Background: an optimization exercise with open tools, aiming at small area. Do not read the settings as production practice.
Function was checked by simulation only, so behaviour that the tests miss may differ from the original.
Power is estimated from default activity; no workload was simulated.

==> inputs of run a <==
==> flow/design.v (excerpt) <==
module regfile (r_data1, r_data2, clk, rst, r_reg1, r_reg2, w_reg, w_data, w_enable);
==> flow/config.mk <==
export PLATFORM = sky130hd
export DESIGN_NAME = regfile
export DESIGN_NICKNAME = regfile
export VERILOG_FILES = /design/flow/design.v
export SDC_FILE = /design/flow/constraint.sdc
export NUM_CORES = 4
export LEC_CHECK = 0
export CAP_MARGIN = 20
export CORE_MARGIN = 2
export CORE_UTILIZATION = 45
export GPL_TIMING_DRIVEN = 0
export SETUP_SLACK_MARGIN = 0.1
export SLEW_MARGIN = 20
export SYNTH_HIERARCHICAL = 1
==> flow/constraint.sdc <==
create_clock -name core_clock -period 5.0 [get_ports {clk}]
set_input_delay 1.0000 -clock core_clock [delete_from_list [all_inputs] [get_ports {clk}]]
set_output_delay 1.0000 -clock core_clock [all_outputs]
set_load 0.01 [all_outputs]
standard.sh (not shown) runs the stock make flow with config.mk's settings and CLKGATE_MAP_FILE= SYNTH_SCRIPT=/design/flow/synth_recipe.tcl, a recipe that flattens the netlist after the stock synthesis.
==> flow/flow/run.sh <==
#!/bin/bash
# The standard layout (standard.sh), with two changes:
#  - port buffers use the smallest buffer (buf_1) instead of the resizer's choice;
#  - the clock tree uses clkbuf_8 with sink clusters of up to 14 flip-flops
#    within 80 um, and no dummy clock loads.
# All tool output goes to standard.log in this folder (ORFS's own per-step logs
# are kept under orfs/logs/).
set -euo pipefail
export BUFFER_PORTS_ARGS="-buffer_cell sky130_fd_sc_hd__buf_1"
export CTS_ARGS="-sink_clustering_enable -repair_clock_nets -dont_use_dummy_load -buf_list {sky130_fd_sc_hd__clkbuf_8} -sink_clustering_size 14 -sink_clustering_max_diameter 80"
bash standard.sh > standard.log 2>&1
==> inputs of run b, as changes to run a <==
--- a/flow/flow/run.sh
+++ b/flow/flow/run.sh
@@ -4,3 +4,5 @@
 #  - the clock tree uses clkbuf_8 with sink clusters of up to 14 flip-flops
-#    within 80 um, and no dummy clock loads.
+#    within 80 um, and no dummy clock loads;
+#  - after global routing, gates off the critical paths are downsized
+#    (ORFS's power recovery over all paths with positive slack).
 # All tool output goes to standard.log in this folder (ORFS's own per-step logs
@@ -10,2 +12,3 @@
 export CTS_ARGS="-sink_clustering_enable -repair_clock_nets -dont_use_dummy_load -buf_list {sky130_fd_sc_hd__clkbuf_8} -sink_clustering_size 14 -sink_clustering_max_diameter 80"
+export RECOVER_POWER=100
 bash standard.sh > standard.log 2>&1
--- a/flow/config.mk
+++ b/flow/config.mk
@@ -10,3 +10,2 @@
 export CORE_UTILIZATION = 45
-export GPL_TIMING_DRIVEN = 0
 export SETUP_SLACK_MARGIN = 0.1
==> reports/metrics.cfg <==
[status]
run_status = complete, no violations

[global_routing]
met1_usage = 0.515
grt_use_total = 0.415

[routing]
wl_met1_mm = 69.4

[layout]
nNetsFinal = 3608

[power_and_ir_drop]
intPower_mw = 12.5

[setup_path]
crit_path_cell_trace = buf_1, and3b_1, and3_2, buf_16, a222oi_1, nand4_1, or3_1, buf_1

[job]
maxCapViolCount = 0

[cts]
worstSkewPairLatency_ns = 0.75

[placement]
placed_cell_area_um2 = 44300

# the run above: run a

==> reports/metrics.cfg <==
[placement]
placed_cell_area_um2 = 42600

[timing]
timing_max_transition_violations_final = 981
report.final.setup_viol = 0

[routing]
wl_met1_mm = 72.1
wirelength_mm = 200

[cts]
worstSkewPairLatency_ns = 0.76

[setup_path]
crit_path_cell_trace = clkbuf_1, and3b_1, and3_1, a222oi_1, nand4_1, or3_1, buf_1

[global_routing]
grt_use_total = 0.423
met1_usage = 0.539

[status]
layout.failed_checks = max-capacitance violations, max-slew violations
run_status = failed layout checks

[power_and_ir_drop]
intPower_mw = 12.5
power.static_leakage_nw = 17.5

[layout]
largest_register_ff_count = 992
nNetsFinal = 3613

[job]
maxCapViolCount = 32

# the run above: run b


==> inputs of run E <==
==> flow/design.v <==
module rf_aoi222 (a1, a2, b1, b2, c1, c2, y);
	input a1, a2, b1, b2, c1, c2;
	output y;
	assign y = ~((a1 & a2) | (b1 & b2) | (c1 & c2));
endmodule
module rf_nand2 (a1, a2, y);
	input a1, a2;
	output y;
	assign y = ~(a1 & a2);
endmodule
module rf_or11n (n, y);
	input [10:0] n;
	output y;
	assign y = ~&n;
endmodule
module rf_hold (en, en_n, d, q, y);
	input en, en_n, d, q;
	output y;
	assign y = (en & d) | (en_n & q);
endmodule
module rf_rdbit (d, sel, y);
	input [31:1] d, sel;
	output y;
	wire [10:0] n;
	genvar g;
	generate
		for (g = 0; g < 10; g = g + 1) begin : grp
			rf_aoi222 u (.a1(d[3*g+1]), .a2(sel[3*g+1]), .b1(d[3*g+2]), .b2(sel[3*g+2]),
			             .c1(d[3*g+3]), .c2(sel[3*g+3]), .y(n[g]));
		end
	endgenerate
	rf_nand2 u31 (.a1(d[31]), .a2(sel[31]), .y(n[10]));
	rf_or11n uor (.n(n), .y(y));
endmodule
module regfile (r_data1, r_data2, clk, rst, r_reg1, r_reg2, w_reg, w_data, w_enable);
	output [31:0] r_data1, r_data2;
	input [31:0] w_data;
	input [4:0] r_reg1, r_reg2, w_reg;
	input clk, rst, w_enable;
	reg  [31:1] valid;
	wire [31:1] we, we_n, s1, s2;
	reg  [32*32-1:32] data;
	genvar i, j;
	generate
		for (i = 1; i < 32; i = i + 1) begin : r
			wire [31:0] dnext;
			assign we[i]   = w_enable && (w_reg == i);
			assign we_n[i] = ~we[i];
			always @(posedge clk or negedge rst)
				if (!rst)
					valid[i] <= 1'b0;
				else if (we[i])
					valid[i] <= 1'b1;
			for (j = 0; j < 32; j = j + 1) begin : b
				rf_hold h (.en(we[i]), .en_n(we_n[i]), .d(w_data[j]), .q(data[32*i+j]), .y(dnext[j]));
			end
			always @(posedge clk)
				data[32*i +: 32] <= dnext;
			assign s1[i] = valid[i] && (r_reg1 == i);
			assign s2[i] = valid[i] && (r_reg2 == i);
		end
		for (j = 0; j < 32; j = j + 1) begin : c
			wire [31:1] col;
			for (i = 1; i < 32; i = i + 1) begin : m
				assign col[i] = data[32*i+j];
			end
			rf_rdbit rd1 (.d(col), .sel(s1), .y(r_data1[j]));
			rf_rdbit rd2 (.d(col), .sel(s2), .y(r_data2[j]));
		end
	endgenerate
endmodule
==> flow/flow/run.sh <==
#!/bin/bash
# The standard layout (standard.sh), with two changes:
#  - port buffers use the smallest buffer (buf_1) instead of the resizer's choice;
#  - the clock tree uses clkbuf_8 with sink clusters of up to 16 flip-flops
#    within 80 um, and no dummy clock loads.
# All tool output goes to standard.log in this folder (ORFS's own per-step logs
# are kept under orfs/logs/).
set -euo pipefail
export BUFFER_PORTS_ARGS="-buffer_cell sky130_fd_sc_hd__buf_1"
export CTS_ARGS="-sink_clustering_enable -repair_clock_nets -dont_use_dummy_load -buf_list {sky130_fd_sc_hd__clkbuf_8} -sink_clustering_size 16 -sink_clustering_max_diameter 80"
bash standard.sh > standard.log 2>&1
==> flow/standard.sh <==
#!/bin/bash
# synth_recipe.tcl (not shown) runs the flow's synth.tcl, then flattens the netlist and writes it again
# the make line also repeats each setting of config.mk as NAME=value (left out here)
make -C /OpenROAD-flow-scripts/flow DESIGN_CONFIG=/design/flow/config.mk WORK_HOME=/design/flow/orfs CLKGATE_MAP_FILE= SYNTH_SCRIPT=/design/flow/synth_recipe.tcl "${@:-finish}"
==> flow/config.mk <==
export PLATFORM = sky130hd
export DESIGN_NAME = regfile
export DESIGN_NICKNAME = regfile
export VERILOG_FILES = /design/flow/design.v
export SDC_FILE = /design/flow/constraint.sdc
export NUM_CORES = 4
export LEC_CHECK = 0
export CAP_MARGIN = 20
export CORE_MARGIN = 2
export CORE_UTILIZATION = 45
export SETUP_SLACK_MARGIN = 0.1
export SLEW_MARGIN = 20
export SYNTH_HIERARCHICAL = 1
==> flow/constraint.sdc <==
create_clock -name core_clock -period 5.0 [get_ports {clk}]
set_input_delay 1.0000 -clock core_clock [delete_from_list [all_inputs] [get_ports {clk}]]
set_output_delay 1.0000 -clock core_clock [all_outputs]
set_load 0.01 [all_outputs]
==> inputs of run Z, as changes to run E <==
==> flow/flow/run.sh (replaced) <==
#!/bin/bash
# The standard layout (standard.sh), with two changes:
#  - port buffers use the smallest buffer (buf_1) instead of the resizer's choice;
#  - the clock tree uses clkbuf_8 with sink clusters of up to 14 flip-flops
#    within 80 um, and no dummy clock loads;
#  - after global routing, gates off the critical paths are downsized
#    (ORFS's power recovery over all paths with positive slack).
# All tool output goes to standard.log in this folder (ORFS's own per-step logs
# are kept under orfs/logs/).
set -euo pipefail
export BUFFER_PORTS_ARGS="-buffer_cell sky130_fd_sc_hd__buf_1"
export CTS_ARGS="-sink_clustering_enable -repair_clock_nets -dont_use_dummy_load -buf_list {sky130_fd_sc_hd__clkbuf_8} -sink_clustering_size 14 -sink_clustering_max_diameter 80"
export RECOVER_POWER=100
bash standard.sh > standard.log 2>&1
Settings changed: ABC_AREA set to 1.
==> inputs of run D, as changes to run E <==
Settings changed: CORE_UTILIZATION 45 to 52.
==> inputs of run F, as changes to run E <==
==> flow/flow/run.sh (replaced) <==
#!/bin/bash
# The standard layout (standard.sh), with two changes:
#  - port buffers use the smallest buffer (buf_1) instead of the resizer's choice;
#  - the clock tree uses clkbuf_8 with sink clusters of up to 14 flip-flops
#    within 80 um, and no dummy clock loads.
# All tool output goes to standard.log in this folder (ORFS's own per-step logs
# are kept under orfs/logs/).
set -euo pipefail
export BUFFER_PORTS_ARGS="-buffer_cell sky130_fd_sc_hd__buf_1"
export CTS_ARGS="-sink_clustering_enable -repair_clock_nets -dont_use_dummy_load -buf_list {sky130_fd_sc_hd__clkbuf_8} -sink_clustering_size 14 -sink_clustering_max_diameter 80"
bash standard.sh > standard.log 2>&1
==> comparison <==
Run F completed with no timing, DRC or antenna violations. Run D finished with timing, DRC and antenna clean. Run Z completed and failed the layout checks on max-capacitance violations, max-slew violations. Run E finished with timing, DRC and antenna clean.
Final cell count is about the same in run F and run E.
In run D the routed wire length is lower than in run F, by 3.5%.
The highest first-iteration DRC count belongs to run D, the lowest to run Z.
Sequential power is about the same in run E and run Z.
Design area, lowest first: run D, run E, run F, run Z.
==> figures <==
Count of buffer and inverter cells on the critical path: run Z 5; run F 3; run E 3; run D 3
Run status: run Z finished with violations; run F timing/DRC/antenna clean; run E timing/DRC/antenna clean; run D timing/DRC/antenna clean
Layout check failures: run Z max-capacitance violations, max-slew violations; run F -; run E -; run D -
Worst-path maximum fanout: run Z 34; run F 19; run E 19; run D 16
Least-Margin Pin Slew: run Z 3010 ps; run F 1220 ps; run E 1340 ps; run D 1280 ps
Gate count of the mapped netlist: run Z 8,869; run F 3,211; run E 3,211; run D 3,211
Die Y-Extent: run Z 343 um; run F 298 um; run E 298 um; run D 278 um
Yosys top cell by area: run Z sky130_fd_sc_hd__nand2_1; run F sky130_fd_sc_hd__dfxtp_1; run E sky130_fd_sc_hd__dfxtp_1; run D sky130_fd_sc_hd__dfxtp_1
Vias per std cell: run Z 5.08; run F 8.53; run E 8.48; run D 8.92
Largest net degree at the start of global routing: run Z 35; run F 33; run E 33; run D 33
Portion of total power attributed to combinational logic: run Z 14.6%; run F 13.7%; run E 13.8%; run D 13.8%
Ant diodes: run Z 3; run F 11; run E 11; run D 14

-- re-timing with driven ports --
How much do the figures lean on ideal ports? The routed layouts below were timed once more, with nothing changed but the port constraints. Step 1: set_driving_cell puts a clkbuf_16 on clk and a buf_2 on each other input, an assumption about the parent block. Step 2 moves the port delays by t, midway between the first and last clock arrival at a register: inputs arrive t later, outputs are due t later. That takes back most of the time a late clock gives input paths. a / b / c = no drivers / after step 1 / after step 2; a / b = the first two.
run | shift t [ns] | setup WS [ns] | hold slack, ns | worst setup path at the end
run a | 0.801 | 0.158 / 0.127 / 0.127 | 0.162 / 0.105 / 0.478 | input to output
run b | 0.791 | 0.083 / 0.053 / -0.525 | 0.491 / 0.491 / 0.491 | input to register
run E | 0.784 | 0.116 / 0.090 / 0.090 | 0.362 / 0.304 / 0.490 | input to output
run Z | 0.855 | 0.278 / 0.317 / -0.537 | 0.453 / 0.453 / 0.453 | input to register
run D | 0.778 | 0.029 / -0.003 / -0.003 | 0.362 / 0.314 / 0.479 | input to output
run F | 0.790 | 0.149 / 0.123 / 0.123 | 0.347 / 0.298 / 0.490 | input to output
For run Z, which loses most, drivers alone change the setup slack by +0.039 ns; drivers and shift together by -0.815 ns.
